From an optimization exercise on the open Yosys and OpenROAD flow, aimed at small area and a short achievable clock period; shortcuts taken in it are not production practice. At most, simulation tests tie the RTL to the original design; equivalence was not proved. Power figures rest on the tool's default switching activity, not on a simulated workload.

Setup of run A:
// alu_stage
module alu_stage (
    input   logic           clk,
    input   logic [4:0]     op,
    input   logic [31:0]    a,
    input   logic [31:0]    b,
    output  logic [31:0]    y
);
Size: about 1200 cells after synthesis, ~100 flip-flops, about 100 I/O pins.
==> module ALU_pre, before the edit <==
module ALU_pre (
    input   logic [4:0]     op_i,
    input   logic [31:0]    a_i,
    input   logic [31:0]    b_i,
    output  logic [31:0]    p_o,
    output  logic [31:0]    g_o,
    output  logic [3:0]     sel_o
);
    logic is_add, is_sub, is_xor, is_or, is_and, is_sll, is_sra, is_srl;
    logic is_jalr, is_eq, is_ne, is_cmp, is_scmp, is_lt, is_shr, is_sh;
    logic neg, arith, kx, kn;
    always_comb begin
        is_add  = op_i == 5'd0;
        is_sub  = op_i == 5'd1;
        is_xor  = op_i == 5'd2;
        is_or   = op_i == 5'd3;
        is_and  = op_i == 5'd4;
        is_sll  = op_i == 5'd5;
        is_sra  = op_i == 5'd8;
        is_srl  = op_i == 5'd9;
        is_jalr = op_i == 5'd10;
        is_eq   = op_i == 5'd11;
        is_ne   = op_i == 5'd12;
        is_cmp  = (op_i == 5'd6) | (op_i == 5'd7) | (op_i == 5'd13) |
                  (op_i == 5'd14) | (op_i == 5'd15) | (op_i == 5'd16);
        is_scmp = (op_i == 5'd6) | (op_i == 5'd13) | (op_i == 5'd15);
        is_lt   = (op_i == 5'd6) | (op_i == 5'd7) | (op_i == 5'd13) | (op_i == 5'd14);
        is_shr  = is_sra | is_srl;
        is_sh   = is_shr | is_sll;
        neg     = is_sub | is_cmp | is_eq | is_ne;
        arith   = is_add | is_jalr | is_sub | is_cmp;
        kx      = arith | is_xor | is_or | is_eq | is_ne;
        kn      = is_or | is_and;
    end
    logic [31:0] x, n, m, a_rev;
    assign x = a_i ^ b_i;
    assign n = a_i & b_i;
    assign m = a_i & ~b_i;
    always_comb for (int i = 0; i < 32; i++) a_rev[i] = a_i[31-i];
    logic big;
    assign big = |b_i[31:5];
    always_comb begin
        p_o = ({32{kx}}     & (x ^ {32{neg}})) |
              ({32{kn}}     & n) |
              ({32{is_shr}} & a_i) |
              ({32{is_sll}} & a_rev);
        for (int i = 0; i < 32; i++)
            g_o[i] = a_i[i] & (b_i[i] ? (is_add | is_jalr) : (is_sub | is_cmp));
        if (is_scmp) g_o[31] = ~a_i[31] & b_i[31];
        if (is_jalr) p_o[0] = 1'b0;
        if (is_sub)  p_o[0] = x[0];
        if (is_cmp)  p_o[0] = is_lt;
        if (is_eq)   p_o[0] = 1'b0;
        if (is_ne)   p_o[0] = 1'b1;
        if (is_sub | is_cmp) g_o[0] = a_i[0] | ~b_i[0];
        if (is_eq | is_ne)   g_o[0] = ~x[0];
        if (is_sh)   g_o[5:0] = {is_sra & a_i[31], b_i[4:0] | {5{big}}};   
        sel_o = {is_sll & ~big, is_sra | (is_srl & ~big), is_cmp | is_eq | is_ne,
                 ~(is_sh | is_cmp | is_eq | is_ne)};
    end
endmodule
==> module ALU, before the edit <==
module ALU (
    input   logic [31:0]    p_i,
    input   logic [31:0]    g_i,
    input   logic [3:0]     sel_i,
    output  logic [31:0]    result_o
);
    logic [31:0] c;             
    ALU_carry u_carry (
        .p_i (p_i),
        .g_i (g_i),
        .c_o (c)
    );
    logic [31:0] sr;
    ALU_shift u_shift (
        .a_i    (p_i),
        .amt_i  (g_i[4:0]),
        .fill_i (g_i[5]),
        .r_o    (sr)
    );
    ALU_select u_select (
        .p_i      (p_i),
        .c_i      (c),
        .sr_i     (sr),
        .sel_i    (sel_i),
        .result_o (result_o)
    );
endmodule
clock: 5.0 ns
lec_check: 0
abc_area: 1
cap_margin: 20
core_margin: 2
core_utilization: 40
setup_slack_margin: 3.0
slew_margin: 20
tns_end_percent: 100
standard.sh (not shown) runs the stock make flow with config.mk's settings and CLKGATE_MAP_FILE= SYNTH_SCRIPT=/design/flow/synth_recipe.tcl, a recipe that flattens the netlist after the stock synthesis.
==> flow/flow/run.sh <==
#!/bin/bash
# Standard layout, with plain buffers (instead of the delay cells that
# buffer_ports picks by default) on the input and output ports.
set -euo pipefail
bash standard.sh BUFFER_PORTS_ARGS="-buffer_cell sky130_fd_sc_hd__buf_2" finish > standard_make.log 2>&1
Edits applied to the flow inputs when going from run A to run B:
--- a/flow/design.v
+++ b/flow/design.v
@@ -320,11 +320,11 @@
         if (is_cmp)  p_o[0] = is_lt;
         if (is_eq)   p_o[0] = 1'b0;
         if (is_ne)   p_o[0] = 1'b1;
         if (is_sub | is_cmp) g_o[0] = a_i[0] | ~b_i[0];
         if (is_eq | is_ne)   g_o[0] = ~x[0];
-        if (is_sh)   g_o[5:0] = {is_sra & a_i[31], b_i[4:0] | {5{big}}};   
+        if (is_sh)   g_o[5:0] = {is_sra, b_i[4:0] | {5{big}}};   
         sel_o = {is_sll & ~big, is_sra | (is_srl & ~big), is_cmp | is_eq | is_ne,
                  ~(is_sh | is_cmp | is_eq | is_ne)};
     end
 endmodule
 module ALU (
@@ -341,11 +341,11 @@
     );
     logic [31:0] sr;
     ALU_shift u_shift (
         .a_i    (p_i),
         .amt_i  (g_i[4:0]),
-        .fill_i (g_i[5]),
+        .fill_i (g_i[5] & p_i[31]),
         .r_o    (sr)
     );
     ALU_select u_select (
         .p_i      (p_i),
         .c_i      (c),
Notes after the runs:
Going from run A to run B, share of total power in the clock network grows by 1.9 points. [compare] base=run A new=run B: global placer's final weighted congestion has increased; fraction of standard cell area that is sequential climbed 0.63 points; clock power moved up; number of hold-repair buffers added at the cts stage roughly the same; worst setup slack after layout increased 0.11 ns. On worst-case clock skew, run A and run B are neck and neck. Going from run A to run B, register-to-register slack grows by 0.06 ns. NOTE die area run A->run B increased slightly.
Only the layout flow was run in run A; the RTL was not checked for function there.


== blue ==
alu_stage, a different RTL version from the one above (not shown whole).
For scale: roughly 1,600 cells after synthesis, about 100 flip-flops, roughly 100 I/O pins, roughly 0.0091 mm² of cells after synthesis.
==> module ALU_pre, before the edit <==
module ALU_pre (
    input   logic [4:0]     op_i,
    input   logic [31:0]    a_i,
    input   logic [31:0]    b_i,
    output  logic [31:0]    p_o,
    output  logic [31:0]    g_o,
    output  logic [3:0]     sel_o
);
    logic is_add, is_sub, is_xor, is_or, is_and, is_sll, is_sra, is_srl;
    logic is_jalr, is_eq, is_ne, is_cmp, is_scmp, is_lt, is_shr, is_sh;
    logic neg, arith, kx, kn;
    always_comb begin
        is_add  = op_i == 5'd0;
        is_sub  = op_i == 5'd1;
        is_xor  = op_i == 5'd2;
        is_or   = op_i == 5'd3;
        is_and  = op_i == 5'd4;
        is_sll  = op_i == 5'd5;
        is_sra  = op_i == 5'd8;
        is_srl  = op_i == 5'd9;
        is_jalr = op_i == 5'd10;
        is_eq   = op_i == 5'd11;
        is_ne   = op_i == 5'd12;
        is_cmp  = (op_i == 5'd6) | (op_i == 5'd7) | (op_i == 5'd13) |
                  (op_i == 5'd14) | (op_i == 5'd15) | (op_i == 5'd16);
        is_scmp = (op_i == 5'd6) | (op_i == 5'd13) | (op_i == 5'd15);
        is_lt   = (op_i == 5'd6) | (op_i == 5'd7) | (op_i == 5'd13) | (op_i == 5'd14);
        is_shr  = is_sra | is_srl;
        is_sh   = is_shr | is_sll;
        neg     = is_sub | is_cmp | is_eq | is_ne;
        arith   = is_add | is_jalr | is_sub | is_cmp;
        kx      = arith | is_xor | is_or | is_eq | is_ne;
        kn      = is_or | is_and;
    end
    logic [31:0] x, n, m, a_rev;
    assign x = a_i ^ b_i;
    assign n = a_i & b_i;
    assign m = a_i & ~b_i;
    always_comb for (int i = 0; i < 32; i++) a_rev[i] = a_i[31-i];
    logic big;
    assign big = |b_i[31:5];
    always_comb begin
        p_o = ({32{kx}}     & (x ^ {32{neg}})) |
              ({32{kn}}     & n) |
              ({32{is_shr}} & a_i) |
              ({32{is_sll}} & a_rev);
        g_o = ({32{is_add | is_jalr}} & n) |
              ({32{is_sub | is_cmp}}  & m);
        if (is_scmp) g_o[31] = ~a_i[31] & b_i[31];
        if (is_jalr) p_o[0] = 1'b0;
        if (is_sub)  p_o[0] = x[0];
        if (is_cmp)  p_o[0] = is_lt;
        if (is_eq)   p_o[0] = 1'b0;
        if (is_ne)   p_o[0] = 1'b1;
        if (is_sub | is_cmp) g_o[0] = a_i[0] | ~b_i[0];
        if (is_eq | is_ne)   g_o[0] = ~x[0];
        if (is_sh)   g_o = {26'b0, is_sra, b_i[4:0] | {5{big}}};
        sel_o = {is_sll & ~big, is_sra | (is_srl & ~big), is_cmp | is_eq | is_ne,
                 ~(is_sh | is_cmp | is_eq | is_ne)};
    end
endmodule
export LEC_CHECK = 0
export ABC_AREA = 1
export CAP_MARGIN = 20
export CORE_MARGIN = 2
export CORE_UTILIZATION = 40
export SETUP_SLACK_MARGIN = 2.8
export SLEW_MARGIN = 20
export SYNTH_HIERARCHICAL = 1
export TNS_END_PERCENT = 100
create_clock -name core_clock -period 5.0 [get_ports {clk}]
Scripts as last shown in full above: flow/flow/run.sh
Edits applied to the flow inputs when going from blue to green:
diff --git a/flow/design.v b/flow/design.v
--- a/flow/design.v
+++ b/flow/design.v
@@ -313,6 +313,6 @@
               ({32{is_shr}} & a_i) |
               ({32{is_sll}} & a_rev);
-        g_o = ({32{is_add | is_jalr}} & n) |
-              ({32{is_sub | is_cmp}}  & m);
+        for (int i = 0; i < 32; i++)
+            g_o[i] = a_i[i] & (b_i[i] ? (is_add | is_jalr) : (is_sub | is_cmp));
         if (is_scmp) g_o[31] = ~a_i[31] & b_i[31];
         if (is_jalr) p_o[0] = 1'b0;
@@ -323,5 +323,5 @@
         if (is_sub | is_cmp) g_o[0] = a_i[0] | ~b_i[0];
         if (is_eq | is_ne)   g_o[0] = ~x[0];
-        if (is_sh)   g_o = {26'b0, is_sra, b_i[4:0] | {5{big}}};
+        if (is_sh)   g_o[5:0] = {is_sra, b_i[4:0] | {5{big}}};   
         sel_o = {is_sll & ~big, is_sra | (is_srl & ~big), is_cmp | is_eq | is_ne,
                  ~(is_sh | is_cmp | is_eq | is_ne)};
### Flow results
Compared with blue, green shows a lower DRC violation total after the first TritonRoute iteration.
When green is measured against blue, its mean cell area of the mapped netlist turns out 0.048 µm² lower.
Layout-stage area growth over the synthesis result was higher in green than in blue.
In green relative to blue, non-clock buffer count in the final layout had gone up by a few percent.
Per the comparison of green with blue, starting utilization of the core area held; power up about 5.4%; part of the total power dissipated in combinational logic now larger; portion of the clock cycle consumed by the worst path in the final layout up 0.16 points.
The share of layout cells above drive strength 1 in green sits 1.1 points above the value recorded for blue.
Fmax | green vs blue | green slower
green: highest cell delay on the worst timing path is 0.05 ns lower than what blue reported.
green: count of placed standard cells including taps lower than blue
Between green and blue, the area after synthesis is higher for blue.

==> separate check: timing with driven ports <==
The flow's constraints put no driver on any port. The routed layouts listed below were extracted and timed again, unchanged, in two steps. Step 1 assumes that a clkbuf_16 drives the clock port and a buf_2 every other input. Step 2, shift: input delay + t, output delay - t, t = (earliest + latest rising clock arrival at the registers) / 2. This alone moves slack from input paths to output paths. Slacks: ideal / step 1 / step 2; pairs: ideal / step 1.
run	t, ns	setup WS [ns]	worst hold slack (ns)	worst register clock-pin slew, ns
run A	0.393	2.919 / 2.911 / 2.518	0.599 / 0.599 / 0.599	0.08 / 0.08
run B	0.403	3.025 / 3.036 / 2.633	0.614 / 0.614 / 0.614	0.08 / 0.08
blue	0.407	2.889 / 2.919 / 2.512	0.500 / 0.500 / 0.500	0.08 / 0.08
green	0.404	2.881 / 2.908 / 2.503	0.554 / 0.554 / 0.554	0.08 / 0.08
After both steps setup and hold are still met in every run listed. For run A, which loses most, drivers alone change the setup slack by -0.008 ns; drivers and shift together by -0.401 ns.
